What follows belongs to an exercise in optimizing a design on an open flow for small area and a short achievable clock period; a production flow would make more cautious choices.
The RTL was checked by simulation tests, not by an equivalence proof against the original design.

==> garnet: inputs <==
==> flow/design.v (excerpt) <==
module intt4point(
    input clk, rst,
    input [15:0] in0, in1, in2, in3,
    output [15:0] out0, out1, out2, out3
);
==> flow/config.mk <==
export PLATFORM = sky130hd
export DESIGN_NAME = intt4point
export DESIGN_NICKNAME = intt4point
export VERILOG_FILES = /design/flow/design.v
export SDC_FILE = /design/flow/constraint.sdc
export NUM_CORES = 4
export LEC_CHECK = 0
export CAP_MARGIN = 20
export CORE_MARGIN = 2
export CORE_UTILIZATION = 40
export SLEW_MARGIN = 20
==> flow/constraint.sdc <==
create_clock -name core_clock -period 95.0 [get_ports {clk}]
set_input_delay 19.0000 -clock core_clock [delete_from_list [all_inputs] [get_ports {clk}]]
set_output_delay 19.0000 -clock core_clock [all_outputs]
set_load 0.01 [all_outputs]
standard.sh (not shown) runs the stock make flow with config.mk's settings and CLKGATE_MAP_FILE= SYNTH_SCRIPT=/design/flow/synth_recipe.tcl, a recipe that flattens the netlist after the stock synthesis.
==> flow/flow/run.sh <==
#!/bin/bash
# Standard ORFS layout, with one extra step between synthesis and floorplan:
# flow/fixinv.py removes inverters between full adders by flipping the
# polarity of self-dual full-adder cells (registers and ports untouched).
set -euo pipefail
cd "$(dirname "$0")/.."
R=orfs/results/${FLOW_PLATFORM:-sky130hd}/intt4point/base
bash standard.sh synth > synth.log 2>&1
cp $R/1_2_yosys.v 1_2_yosys.orig.v
python3 flow/fixinv.py 1_2_yosys.orig.v $R/1_2_yosys.v > fixinv.log 2>&1
rm -f $R/1_synth.odb $R/1_synth.sdc
bash standard.sh > layout.log 2>&1
==> flow/flow/fixinv.py <==
#!/usr/bin/env python3
"""Remove inverters between full adders by flipping full-adder polarity.

A full adder is self-dual: FA(~a, ~b, ~c) = (~sum, ~cout). This pass
collapses inverter chains, chooses for every sky130 fa cell whether it
computes the true or the complemented function, and re-inserts only the
inverters the chosen polarities need. Registers, ports and all other cells
are left as they are. usage: fixinv.py IN.v OUT.v
"""
import re, sys
from collections import defaultdict

OUTPINS = {'X', 'Y', 'Q', 'Q_N', 'SUM', 'COUT', 'HI', 'LO'}
src = open(sys.argv[1]).read()
inst_re = re.compile(r'^  (sky130_fd_sc_hd__\w+) (\S+(?: )?) \(\n(.*?)\n  \);\n', re.S | re.M)
pin_re = re.compile(r'\.(\w+)\((.*?)\)(?:,)?$')

cells = []
first = None; last = None
for m in inst_re.finditer(src):
    if first is None: first = m.start()
    last = m.end()
    pins = []
    for line in m.group(3).split('\n'):
        pm = pin_re.match(line.strip())
        if not pm: raise SystemExit('cannot parse pin line: ' + line)
        pins.append([pm.group(1), pm.group(2)])
    cells.append({'type': m.group(1), 'name': m.group(2), 'pins': pins})
head = src[:first]; tail = src[last:]
if inst_re.sub('', src[first:last]).strip():
    raise SystemExit('unparsed text between instances')

ports = set()
for m in re.finditer(r'^\s*(input|output)\s+(?:\[(\d+):(\d+)\]\s+)?(\w+);', head, re.M):
    if m.group(2):
        for i in range(int(m.group(3)), int(m.group(2)) + 1): ports.add(f'{m.group(4)}[{i}]')
    else:
        ports.add(m.group(4))

def is_inv(c):
    return re.match(r'sky130_fd_sc_hd__(clk)?inv_\d+$', c['type']) is not None

driver = {}
for c in cells:
    for p, n in c['pins']:
        if p in OUTPINS: driver[n] = (c, p)

removable = []
for c in cells:
    if is_inv(c):
        pd = dict(c['pins'])
        if pd['Y'] not in ports and pd['A'] != 'clk':
            c['rm'] = True; removable.append(c)

def root(n):
    par = 0
    while n in driver and driver[n][0].get('rm'):
        n = dict(driver[n][0]['pins'])['A']; par ^= 1
    return n, par

fa = [c for c in cells if c['type'].startswith('sky130_fd_sc_hd__fa_')]
for c in fa:
    c['flip'] = 0
    c['can'] = all(n not in ports for p, n in c['pins'] if p in OUTPINS)

# loads: (cell, pin index, root, parity)
loads = defaultdict(list)
for c in cells:
    if c.get('rm'): continue
    for i, (p, n) in enumerate(c['pins']):
        if p in OUTPINS: continue
        r, par = root(n)
        loads[r].append((c, i, par))
# roots whose logical value is required at a port through a removed inverter chain cannot happen
# (inverters driving ports are kept).

def rootflip(r):
    d = driver.get(r)
    return d[0].get('flip', 0) if d else 0

def need(r):
    f = rootflip(r)
    return any((par ^ f ^ c.get('flip', 0)) for c, i, par in loads[r])

fa_roots = defaultdict(set)   # fa cell -> roots it touches
for r, ls in loads.items():
    for c, i, par in ls:
        if c in fa: fa_roots[id(c)].add(r)
for c in fa:
    for p, n in c['pins']:
        if p in OUTPINS: fa_roots[id(c)].add(n)

before = sum(1 for r in loads if need(r))
import random, math
rng = random.Random(1)
flippable = [c for c in fa if c['can']]
def total(): return sum(1 for r in loads if need(r))
def greedy():
    improved = True
    while improved:
        improved = False
        for c in flippable:
            rs = fa_roots[id(c)]
            old = sum(1 for r in rs if need(r))
            c['flip'] ^= 1
            new = sum(1 for r in rs if need(r))
            if new < old: improved = True
            else: c['flip'] ^= 1
greedy()
cur = total(); best = cur; bestf = [c['flip'] for c in flippable]
T = 2.0
steps = 400000 if flippable else 0
for it in range(steps):
    c = rng.choice(flippable)
    rs = fa_roots[id(c)]
    old = sum(1 for r in rs if need(r))
    c['flip'] ^= 1
    new = sum(1 for r in rs if need(r))
    dlt = new - old
    if dlt <= 0 or rng.random() < math.exp(-dlt / T):
        cur += dlt
        if cur < best:
            best = cur; bestf = [x['flip'] for x in flippable]
    else:
        c['flip'] ^= 1
    T = max(0.05, 2.0 * (1 - it / steps))
for c, f in zip(flippable, bestf): c['flip'] = f
greedy()
after = total()

newwires = []; newcells = []
invnet = {}
k = 0
for r, ls in loads.items():
    f = rootflip(r)
    for c, i, par in ls:
        if par ^ f ^ c.get('flip', 0):
            if r not in invnet:
                k += 1
                nn = f'_fixinv_n{k}_'
                invnet[r] = nn; newwires.append(nn)
                newcells.append({'type': 'sky130_fd_sc_hd__inv_1', 'name': f'_fixinv_c{k}_',
                                 'pins': [['A', r], ['Y', nn]]})
            c['pins'][i][1] = invnet[r]
        else:
            c['pins'][i][1] = r

def emit(c):
    body = ',\n'.join(f'    .{p}({n})' for p, n in c['pins'])
    return f'  {c["type"]} {c["name"]} (\n{body}\n  );\n'

out = head.rstrip('\n') + '\n' + ''.join(f'  wire {w};\n' for w in newwires)
out += ''.join(emit(c) for c in cells if not c.get('rm')) + ''.join(emit(c) for c in newcells) + tail
open(sys.argv[2], 'w').write(out)
print(f'fixinv: {len(removable)} inverters removed, {len(newcells)} added; '
      f'{sum(c["flip"] for c in fa)} of {len(fa)} full adders flipped; roots needing inverter {before} -> {after}',
      file=sys.stderr)
==> inputs of pepper, as changes to garnet <==
--- a/flow/flow/run.sh
+++ b/flow/flow/run.sh
@@ -3,5 +3,8 @@
 # flow/fixinv.py removes inverters between full adders by flipping the
 # polarity of self-dual full-adder cells (registers and ports untouched).
+# Port buffers are plain sky130 buf_2 cells instead of the delay buffer that
+# buffer_ports picks by default; every input and output still gets its buffer.
 set -euo pipefail
+export BUFFER_PORTS_ARGS="-buffer_cell sky130_fd_sc_hd__buf_2"
 cd "$(dirname "$0")/.."
 R=orfs/results/${FLOW_PLATFORM:-sky130hd}/intt4point/base
--- a/flow/config.mk
+++ b/flow/config.mk
@@ -8,4 +8,4 @@
 export CAP_MARGIN = 20
 export CORE_MARGIN = 2
-export CORE_UTILIZATION = 40
-export SLEW_MARGIN = 20
+export CORE_UTILIZATION = 60
+export SLEW_MARGIN = 60
==> inputs of harbor, as changes to garnet <==
==> flow/run.sh (new file) <==
#!/bin/bash
# synth_recipe.tcl (not shown) runs the flow's synth.tcl, then flattens the netlist and writes it again
# the make line also repeats each setting of config.mk as NAME=value (left out here)
make -C /OpenROAD-flow-scripts/flow DESIGN_CONFIG=/design/flow/config.mk WORK_HOME=/design/flow/orfs CLKGATE_MAP_FILE= SYNTH_SCRIPT=/design/flow/synth_recipe.tcl finish
removed: flow/flow/run.sh
removed: flow/flow/fixinv.py
removed: flow/standard.sh
==> summary.txt <==
In garnet the routed wire length is smaller than in harbor, by about 4.3%.
Against garnet, the design area of pepper is smaller by about 4.5%.
Fmax, lowest first: garnet, harbor, pepper.
The lowest die area belongs to pepper, the highest to harbor.
Core utilization: harbor is lower than pepper (21 points).
Against harbor, the sequential share of layout area of garnet is higher by 0.43 points.
Between garnet and pepper, the lower count of clock-buffer cells in the layout is in pepper (gap 1).

port drivers added, routing unchanged:
No port has a modelled driver above. Below, the same layouts with a new extraction and two added sets of constraints. Step 1 assumes that a clkbuf_16 drives the clock port and a buf_2 every other input. Step 2 also shifts input and output timing later by t, the mid clock arrival at the registers, as if the neighbouring blocks saw the same clock. a / b / c = ideal / step 1 / step 2; a / b = the first two.
run | shift t [ns] | setup slack, ns | worst setup path at the end
garnet | 0.356 | 66.630 / 66.592 / 66.948 | register to output
pepper | 0.366 | 67.575 / 67.538 / 67.904 | register to output
harbor | 0.365 | 67.095 / 67.055 / 67.420 | register to output
After both steps every run listed still meets setup and hold.
